Source: an optimization exercise on an open RTL-to-GDS flow (aim: small area, a short achievable clock period and few clock cycles per item). Production flows keep margins and buffers that such runs may drop.
The RTL was checked by simulation tests, not by an equivalence proof against the original design.

==> run a <==
## calc
module calc (
                  input [7:0]  inpA ,
                  input [7:0]  inpB ,
                  input [01:0] inpOpType ,
                  output[15:0] outC  ,
                  input        iValid ,
                  output       iStall ,
                  input        oStall ,
                  output       oValid ,
                  input        clk ,
                  input        rstn
                  ) ;
   reg         v0, v1, vo, vs ;
   reg         nvo, nvs ;
   reg  [7:0]  a0, b0 ;
   reg  [1:0]  op0 ;
   reg         dv1 ;           
   reg  [19:0] r1 ;
   reg  [15:0] ro, rs ;
   wire        frz  = ~nvs ;              
   wire        take = ~oStall | nvo ;     
   wire        sub  = op0[0] ;
   wire [8:0]  as   = {1'b0, a0} + {1'b0, b0 ^ {8{sub}}} + {8'd0, sub} ;
   wire        ov   = as[8] ^ sub ;           
   wire [15:0] r_as = {{7{ov & sub}}, ov, as[7:0]} ;
   wire [15:0] r_mul ;
   wire m_pp0_0 = a0[0] & b0[0];
   wire m_pp0_1 = a0[0] & b0[1];
   wire m_pp0_2 = a0[0] & b0[2];
   wire m_pp0_3 = a0[0] & b0[3];
   wire m_pp0_4 = a0[0] & b0[4];
   wire m_pp0_5 = a0[0] & b0[5];
   wire m_pp0_6 = a0[0] & b0[6];
   wire m_pp0_7 = a0[0] & b0[7];
   wire m_pp1_0 = a0[1] & b0[0];
   wire m_pp1_1 = a0[1] & b0[1];
   wire m_pp1_2 = a0[1] & b0[2];
   wire m_pp1_3 = a0[1] & b0[3];
   wire m_pp1_4 = a0[1] & b0[4];
   wire m_pp1_5 = a0[1] & b0[5];
   wire m_pp1_6 = a0[1] & b0[6];
   wire m_pp1_7 = a0[1] & b0[7];
   wire m_pp2_0 = a0[2] & b0[0];
   wire m_pp2_1 = a0[2] & b0[1];
   wire m_pp2_2 = a0[2] & b0[2];
   wire m_pp2_3 = a0[2] & b0[3];
   wire m_pp2_4 = a0[2] & b0[4];
   wire m_pp2_5 = a0[2] & b0[5];
   wire m_pp2_6 = a0[2] & b0[6];
   wire m_pp2_7 = a0[2] & b0[7];
   wire m_pp3_0 = a0[3] & b0[0];
   wire m_pp3_1 = a0[3] & b0[1];
   wire m_pp3_2 = a0[3] & b0[2];
   wire m_pp3_3 = a0[3] & b0[3];
  ...
==> flow/config.mk <==
export PLATFORM = sky130hd
export DESIGN_NAME = calc
export DESIGN_NICKNAME = calc
export VERILOG_FILES = /design/flow/design.v
export SDC_FILE = /design/flow/constraint.sdc
export NUM_CORES = 4
export LEC_CHECK = 0
export CAP_MARGIN = 20
export CORE_MARGIN = 2
export CORE_UTILIZATION = 40
export CTS_BUF_LIST = sky130_fd_sc_hd__clkbuf_8
export SLEW_MARGIN = 20
==> flow/constraint.sdc <==
create_clock -name core_clock -period 38.0 [get_ports {clk}]
set_input_delay 7.6000 -clock core_clock [delete_from_list [all_inputs] [get_ports {clk}]]
set_output_delay 7.6000 -clock core_clock [all_outputs]
set_load 0.01 [all_outputs]
standard.sh (not shown) runs the stock make flow with config.mk's settings and CLKGATE_MAP_FILE= SYNTH_SCRIPT=/design/flow/synth_recipe.tcl, a recipe that flattens the netlist after the stock synthesis.
==> flow/flow/run.sh <==
#!/bin/bash
# Layout flow: the standard layout (standard.sh) with two changes.
#  1. Synthesis is the standard synthesis run with Yosys's `synth -noabc`, so
#     the full adders written out in the RTL are found by extract_fa before any
#     ABC restructuring (saving the inverters ABC leaves between them). The
#     registers are the standard synthesis's: same cells, and renamed to the
#     standard synthesis's names (rename_regs.py checks that they pair one to
#     one). If they do not pair, the standard synthesis is used as it is.
#  2. The buffers on the input and output ports are buf_2 cells instead of
#     the flow's default choice, a delay cell (clkdlybuf4s50_1).
# Each step's output goes to a log file of its own in this folder; the ORFS
# tools' own logs are under orfs/logs.
set -euo pipefail
R=$(pwd)/orfs/results/sky130hd/calc/base

# the standard synthesis, kept for its register names
bash standard.sh synth > 1_standard_synth.log 2>&1
cp "$R/1_2_yosys.v" std_1_2_yosys.v

# the same synthesis without ABC in Yosys's synth
rm -f "$R/1_2_yosys.v" "$R/1_synth.odb" "$R/1_synth.sdc"
if bash standard.sh SYNTH_ARGS=-noabc "$R/1_2_yosys.v" > 2_noabc_synth.log 2>&1 &&
   python3 flow/rename_regs.py std_1_2_yosys.v "$R/1_2_yosys.v" renamed_1_2_yosys.v > 3_rename.log 2>&1; then
  cp renamed_1_2_yosys.v "$R/1_2_yosys.v"
else
  echo "no-abc synthesis not used" >> 3_rename.log
  cp std_1_2_yosys.v "$R/1_2_yosys.v"
fi
touch "$R/1_2_yosys.v"

bash standard.sh BUFFER_PORTS_ARGS="-buffer_cell sky130_fd_sc_hd__buf_2" SETUP_SLACK_MARGIN=29.55 finish > 4_layout.log 2>&1
Other scripts of this flow, unchanged in this note and not shown: flow/flow/rename_regs.py
==> inputs of run b, as changes to run a <==
--- a/flow/design.v
+++ b/flow/design.v
@@ -16,17 +16,27 @@
    reg  [1:0]  op0 ;
    reg         dv1 ;           
    reg  [19:0] r1 ;
    reg  [15:0] ro, rs ;
    wire        frz  = ~nvs ;              
    wire        take = ~oStall | nvo ;     
    wire        sub  = op0[0] ;
-   wire [8:0]  as   = {1'b0, a0} + {1'b0, b0 ^ {8{sub}}} + {8'd0, sub} ;
-   wire        ov   = as[8] ^ sub ;           
-   wire [15:0] r_as = {{7{ov & sub}}, ov, as[7:0]} ;
+   wire [7:0]  bx   = b0 ^ {8{sub}} ;
+   wire [8:0]  ac ;
+   wire [7:0]  as ;
+   assign ac[0] = sub ;
+   genvar j ;
+   generate
+     for (j = 0; j < 8; j = j + 1) begin : g_as
+       assign as[j]   = a0[j] ^ bx[j] ^ ac[j] ;
+       assign ac[j+1] = (a0[j] & bx[j]) | (a0[j] & ac[j]) | (bx[j] & ac[j]) ;
+     end
+   endgenerate
+   wire        ov   = ac[8] ^ sub ;           
+   wire [15:0] r_as = {{7{ov & sub}}, ov, as} ;
    wire [15:0] r_mul ;
    wire m_pp0_0 = a0[0] & b0[0];
    wire m_pp0_1 = a0[0] & b0[1];
    wire m_pp0_2 = a0[0] & b0[2];
    wire m_pp0_3 = a0[0] & b0[3];
    wire m_pp0_4 = a0[0] & b0[4];
    wire m_pp0_5 = a0[0] & b0[5];
@@ -259,58 +269,122 @@
    wire dh4_q = dh4_hz & ~dh4_br[4] ;
    wire dh4_r0 = dh4_q ? dh4_d[0] : a0[4] ;
    wire dh4_r1 = dh4_q ? dh4_d[1] : dh5_r0 ;
    wire dh4_r2 = dh4_q ? dh4_d[2] : dh5_r1 ;
    wire dh4_r3 = dh4_q ? dh4_d[3] : dh5_r2 ;
    wire [19:0] dstate = {b0, {dh7_q, dh6_q, dh5_q, dh4_q}, {dh4_r3, dh4_r2, dh4_r1, dh4_r0}, a0[3:0]} ;
    wire        dv0  = op0[1] & op0[0] ;
-   wire [19:0] r1_n = dv0 ? dstate : {{4{1'b0}}, (op0[1] ? r_mul : r_as)} ;
+   wire [19:0] r1_n = {dstate[19:16], dv0 ? dstate[15:0] : (op0[1] ? r_mul : r_as)} ;
    wire [7:0]  b1 = r1[19:12] ;
    wire dlhz1 = ~|b1[7:1] ;
    wire dlhz2 = ~|b1[7:2] ;
    wire dlhz3 = ~|b1[7:3] ;
    wire dlhz4 = ~|b1[7:4] ;
    wire dlhz5 = ~|b1[7:5] ;
    wire dlhz6 = ~|b1[7:6] ;
    wire dlhz7 = ~|b1[7:7] ;
    wire dlhz8 = 1'b1 ;
    wire dl3_hz = dlhz5 ;
    wire [5:0] dl3_br ;
    wire [4:0] dl3_d ;
    assign dl3_br[0] = 1'b0 ;
+   wire dl3_g0 = ~r1[3] & b1[0] ;
+   wire dl3_p0 = ~(r1[3] ^ b1[0]) ;
+   wire dl3_g1 = ~r1[4] & b1[1] ;
+   wire dl3_p1 = ~(r1[4] ^ b1[1]) ;
+   wire dl3_g2 = ~r1[5] & b1[2] ;
+   wire dl3_p2 = ~(r1[5] ^ b1[2]) ;
+   wire dl3_g3 = ~r1[6] & b1[3] ;
+   wire dl3_p3 = ~(r1[6] ^ b1[3]) ;
+   wire dl3_g4 = ~r1[7] & b1[4] ;
+   wire dl3_p4 = ~(r1[7] ^ b1[4]) ;
+   assign dl3_br[1] = dl3_g0 | (dl3_p0 & dl3_br[0]) ;
+   assign dl3_br[2] = dl3_g1 | (dl3_p1 & dl3_g0) | (dl3_p1 & dl3_p0 & dl3_br[0]) ;
+   assign dl3_br[3] = dl3_g2 | (dl3_p2 & dl3_br[2]) ;
+   assign dl3_br[4] = dl3_g3 | (dl3_p3 & dl3_g2) | (dl3_p3 & dl3_p2 & dl3_br[2]) ;
+   assign dl3_br[5] = dl3_g4 | (dl3_p4 & dl3_br[4]) ;
    assign dl3_d[0] = r1[3] ^ b1[0] ^ dl3_br[0] ;
-   assign dl3_br[1] = (~r1[3] & b1[0]) | (~(r1[3] ^ b1[0]) & dl3_br[0]) ;
    assign dl3_d[1] = r1[4] ^ b1[1] ^ dl3_br[1] ;
-   assign dl3_br[2] = (~r1[4] & b1[1]) | (~(r1[4] ^ b1[1]) & dl3_br[1]) ;
    assign dl3_d[2] = r1[5] ^ b1[2] ^ dl3_br[2] ;
-   assign dl3_br[3] = (~r1[5] & b1[2]) | (~(r1[5] ^ b1[2]) & dl3_br[2]) ;
    assign dl3_d[3] = r1[6] ^ b1[3] ^ dl3_br[3] ;
-   assign dl3_br[4] = (~r1[6] & b1[3]) | (~(r1[6] ^ b1[3]) & dl3_br[3]) ;
    assign dl3_d[4] = r1[7] ^ b1[4] ^ dl3_br[4] ;
-   assign dl3_br[5] = (~r1[7] & b1[4]) | (~(r1[7] ^ b1[4]) & dl3_br[4]) ;
    wire dl3_q = dl3_hz & ~dl3_br[5] ;
    wire dl3_r0 = dl3_q ? dl3_d[0] : r1[3] ;
    wire dl3_r1 = dl3_q ? dl3_d[1] : r1[4] ;
    wire dl3_r2 = dl3_q ? dl3_d[2] : r1[5] ;
    wire dl3_r3 = dl3_q ? dl3_d[3] : r1[6] ;
    wire dl3_r4 = dl3_q ? dl3_d[4] : r1[7] ;
    wire dl2_hz = dlhz6 ;
-   wire [6:0] dl2_s = {1'b0, {dl3_r4, dl3_r3, dl3_r2, dl3_r1, dl3_r0, r1[2]}} - {1'b0, b1[5:0]} ;
-   wire [5:0] dl2_d = dl2_s[5:0] ;
-   wire dl2_q = dl2_hz & ~dl2_s[6] ;
+   wire [6:0] dl2_br ;
+   wire [5:0] dl2_d ;
+   assign dl2_br[0] = 1'b0 ;
+   wire dl2_g0 = ~r1[2] & b1[0] ;
+   wire dl2_p0 = ~(r1[2] ^ b1[0]) ;
+   wire dl2_g1 = ~dl3_r0 & b1[1] ;
+   wire dl2_p1 = ~(dl3_r0 ^ b1[1]) ;
+   wire dl2_g2 = ~dl3_r1 & b1[2] ;
+   wire dl2_p2 = ~(dl3_r1 ^ b1[2]) ;
+   wire dl2_g3 = ~dl3_r2 & b1[3] ;
+   wire dl2_p3 = ~(dl3_r2 ^ b1[3]) ;
+   wire dl2_g4 = ~dl3_r3 & b1[4] ;
+   wire dl2_p4 = ~(dl3_r3 ^ b1[4]) ;
+   wire dl2_g5 = ~dl3_r4 & b1[5] ;
+   wire dl2_p5 = ~(dl3_r4 ^ b1[5]) ;
+   assign dl2_br[1] = dl2_g0 | (dl2_p0 & dl2_br[0]) ;
+   assign dl2_br[2] = dl2_g1 | (dl2_p1 & dl2_g0) | (dl2_p1 & dl2_p0 & dl2_br[0]) ;
+   assign dl2_br[3] = dl2_g2 | (dl2_p2 & dl2_br[2]) ;
+   assign dl2_br[4] = dl2_g3 | (dl2_p3 & dl2_g2) | (dl2_p3 & dl2_p2 & dl2_br[2]) ;
+   assign dl2_br[5] = dl2_g4 | (dl2_p4 & dl2_br[4]) ;
+   assign dl2_br[6] = dl2_g5 | (dl2_p5 & dl2_g4) | (dl2_p5 & dl2_p4 & dl2_br[4]) ;
+   assign dl2_d[0] = r1[2] ^ b1[0] ^ dl2_br[0] ;
+   assign dl2_d[1] = dl3_r0 ^ b1[1] ^ dl2_br[1] ;
+   assign dl2_d[2] = dl3_r1 ^ b1[2] ^ dl2_br[2] ;
+   assign dl2_d[3] = dl3_r2 ^ b1[3] ^ dl2_br[3] ;
+   assign dl2_d[4] = dl3_r3 ^ b1[4] ^ dl2_br[4] ;
+   assign dl2_d[5] = dl3_r4 ^ b1[5] ^ dl2_br[5] ;
+   wire dl2_q = dl2_hz & ~dl2_br[6] ;
    wire dl2_r0 = dl2_q ? dl2_d[0] : r1[2] ;
    wire dl2_r1 = dl2_q ? dl2_d[1] : dl3_r0 ;
    wire dl2_r2 = dl2_q ? dl2_d[2] : dl3_r1 ;
    wire dl2_r3 = dl2_q ? dl2_d[3] : dl3_r2 ;
    wire dl2_r4 = dl2_q ? dl2_d[4] : dl3_r3 ;
    wire dl2_r5 = dl2_q ? dl2_d[5] : dl3_r4 ;
    wire dl1_hz = dlhz7 ;
-   wire [7:0] dl1_s = {1'b0, {dl2_r5, dl2_r4, dl2_r3, dl2_r2, dl2_r1, dl2_r0, r1[1]}} - {1'b0, b1[6:0]} ;
-   wire [6:0] dl1_d = dl1_s[6:0] ;
-   wire dl1_q = dl1_hz & ~dl1_s[7] ;
+   wire [7:0] dl1_br ;
+   wire [6:0] dl1_d ;
+   assign dl1_br[0] = 1'b0 ;
+   wire dl1_g0 = ~r1[1] & b1[0] ;
+   wire dl1_p0 = ~(r1[1] ^ b1[0]) ;
+   wire dl1_g1 = ~dl2_r0 & b1[1] ;
+   wire dl1_p1 = ~(dl2_r0 ^ b1[1]) ;
+   wire dl1_g2 = ~dl2_r1 & b1[2] ;
+   wire dl1_p2 = ~(dl2_r1 ^ b1[2]) ;
+   wire dl1_g3 = ~dl2_r2 & b1[3] ;
+   wire dl1_p3 = ~(dl2_r2 ^ b1[3]) ;
+   wire dl1_g4 = ~dl2_r3 & b1[4] ;
+   wire dl1_p4 = ~(dl2_r3 ^ b1[4]) ;
+   wire dl1_g5 = ~dl2_r4 & b1[5] ;
+   wire dl1_p5 = ~(dl2_r4 ^ b1[5]) ;
+   wire dl1_g6 = ~dl2_r5 & b1[6] ;
+   wire dl1_p6 = ~(dl2_r5 ^ b1[6]) ;
+   assign dl1_br[1] = dl1_g0 | (dl1_p0 & dl1_br[0]) ;
+   assign dl1_br[2] = dl1_g1 | (dl1_p1 & dl1_g0) | (dl1_p1 & dl1_p0 & dl1_br[0]) ;
+   assign dl1_br[3] = dl1_g2 | (dl1_p2 & dl1_br[2]) ;
+   assign dl1_br[4] = dl1_g3 | (dl1_p3 & dl1_g2) | (dl1_p3 & dl1_p2 & dl1_br[2]) ;
+   assign dl1_br[5] = dl1_g4 | (dl1_p4 & dl1_br[4]) ;
+   assign dl1_br[6] = dl1_g5 | (dl1_p5 & dl1_g4) | (dl1_p5 & dl1_p4 & dl1_br[4]) ;
+   assign dl1_br[7] = dl1_g6 | (dl1_p6 & dl1_br[6]) ;
+   assign dl1_d[0] = r1[1] ^ b1[0] ^ dl1_br[0] ;
+   assign dl1_d[1] = dl2_r0 ^ b1[1] ^ dl1_br[1] ;
+   assign dl1_d[2] = dl2_r1 ^ b1[2] ^ dl1_br[2] ;
+   assign dl1_d[3] = dl2_r2 ^ b1[3] ^ dl1_br[3] ;
+   assign dl1_d[4] = dl2_r3 ^ b1[4] ^ dl1_br[4] ;
+   assign dl1_d[5] = dl2_r4 ^ b1[5] ^ dl1_br[5] ;
+   assign dl1_d[6] = dl2_r5 ^ b1[6] ^ dl1_br[6] ;
+   wire dl1_q = dl1_hz & ~dl1_br[7] ;
    wire dl1_r0 = dl1_q ? dl1_d[0] : r1[1] ;
    wire dl1_r1 = dl1_q ? dl1_d[1] : dl2_r0 ;
    wire dl1_r2 = dl1_q ? dl1_d[2] : dl2_r1 ;
    wire dl1_r3 = dl1_q ? dl1_d[3] : dl2_r2 ;
    wire dl1_r4 = dl1_q ? dl1_d[4] : dl2_r3 ;
    wire dl1_r5 = dl1_q ? dl1_d[5] : dl2_r4 ;
    wire dl1_r6 = dl1_q ? dl1_d[6] : dl2_r5 ;
==> flow/flow/run.sh (replaced) <==
#!/bin/bash
set -euo pipefail
R=$(pwd)/orfs/results/sky130hd/calc/base

# the standard synthesis, kept for its register names
bash standard.sh synth > 1_standard_synth.log 2>&1
cp "$R/1_2_yosys.v" std_1_2_yosys.v

# the same synthesis without ABC in Yosys's synth
rm -f "$R/1_2_yosys.v" "$R/1_synth.odb" "$R/1_synth.sdc"
if bash standard.sh SYNTH_ARGS=-noabc "$R/1_2_yosys.v" > 2_noabc_synth.log 2>&1 &&
   python3 flow/rename_regs.py std_1_2_yosys.v "$R/1_2_yosys.v" renamed_1_2_yosys.v > 3_rename.log 2>&1; then
  cp renamed_1_2_yosys.v "$R/1_2_yosys.v"
else
  echo "no-abc synthesis not used" >> 3_rename.log
  cp std_1_2_yosys.v "$R/1_2_yosys.v"
fi
touch "$R/1_2_yosys.v"

bash standard.sh BUFFER_PORTS_ARGS="-buffer_cell sky130_fd_sc_hd__buf_2" SETUP_SLACK_MARGIN=29.55 finish > 4_layout.log 2>&1
==> flow/config.mk (replaced) <==
export PLATFORM = sky130hd
export DESIGN_NAME = calc
export DESIGN_NICKNAME = calc
export VERILOG_FILES = /design/flow/design.v
export SDC_FILE = /design/flow/constraint.sdc
export NUM_CORES = 4
export LEC_CHECK = 0
export ABC_AREA = 1
export CAP_MARGIN = 20
export CORE_MARGIN = 2
export CORE_UTILIZATION = 40
export CTS_BUF_LIST = sky130_fd_sc_hd__clkbuf_8
export SLEW_MARGIN = 20
==> qor summary <==
Outcome: run b no timing/DRC/antenna violations; run a no timing/DRC/antenna violations
Capture instance of the worst register-to-register path: run b r1[15]; run a ro[0]
Synth top area share: run b 27.5%; run a 27.1%
Via count: run b 3895; run a 4109
Met1 routed wirelength after detailed routing: run b 5.56 mm; run a 5.65 mm
Setup slack after layout: run b 29520 ps; run a 29500 ps
Number of placed cells counting well taps: run b 790; run a 752
Top-count cell post-synth: run b sky130_fd_sc_hd__nand2_1; run a sky130_fd_sc_hd__fa_1
Total length of routed met2 wires: run b 5.76 mm; run a 6.05 mm
Synth-to-layout area growth: run b 8.43%; run a 9.26%
Highest clock frequency the design can meet: run b 0.118 GHz; run a 0.118 GHz
Critical path endpoint: run b outC[15]; run a outC[9]
Fraction of standard cell area that is sequential: run b 32.6%; run a 31.9%
Simple-gate share of the synthesized area: run b 15.4%; run a 13.0%
Fraction of cell area in non-clock buffers: run b 3.11%; run a 3.16%
Worst Reg-to-Reg Cells: run b 18; run a 23
Share of the yosys chip area belonging to registers: run b 35.4%; run a 34.9%
Via density per instance: run b 4.83; run a 5.35
Testbench counts of run a, summed over its fixed seeds: cycles 12,024, items 12,000.
Testbench counts of run b, summed over its fixed seeds: cycles 12,024, items 12,000.

separate check: timing with driven ports:
The results above use ideal ports. As a check the final layouts listed here were re-extracted and re-timed, cells and wires unchanged.
Step 1 (the two cells are an assumption about what drives the block):
set clk [get_ports {clk}]
set_driving_cell -lib_cell sky130_fd_sc_hd__clkbuf_16 $clk
set_driving_cell -lib_cell sky130_fd_sc_hd__buf_2 [delete_from_list [all_inputs] $clk]
Step 2 adds t to the input delays and takes it off the output delays; t is the mean of the earliest and latest rising clock arrival at the registers after step 1. Input paths then give back, and output paths get back, about the clock's delay inside the block.
a / b / c = ideal ports / drivers / drivers and shift; a / b = the first two.
| run | t, ns | setup slack, ns | latest minus earliest clock arrival (ns) |
|---|---|---|---|
| run a | 0.408 | 29.503 / 29.464 / 29.267 | 0.017 / 0.018 |
| run b | 0.399 | 29.516 / 29.483 / 29.416 | 0.014 / 0.014 |
After both steps every run listed still meets setup and hold. The setup slack of run a, which loses most, moves by -0.039 ns with the drivers and by -0.236 ns with both steps.
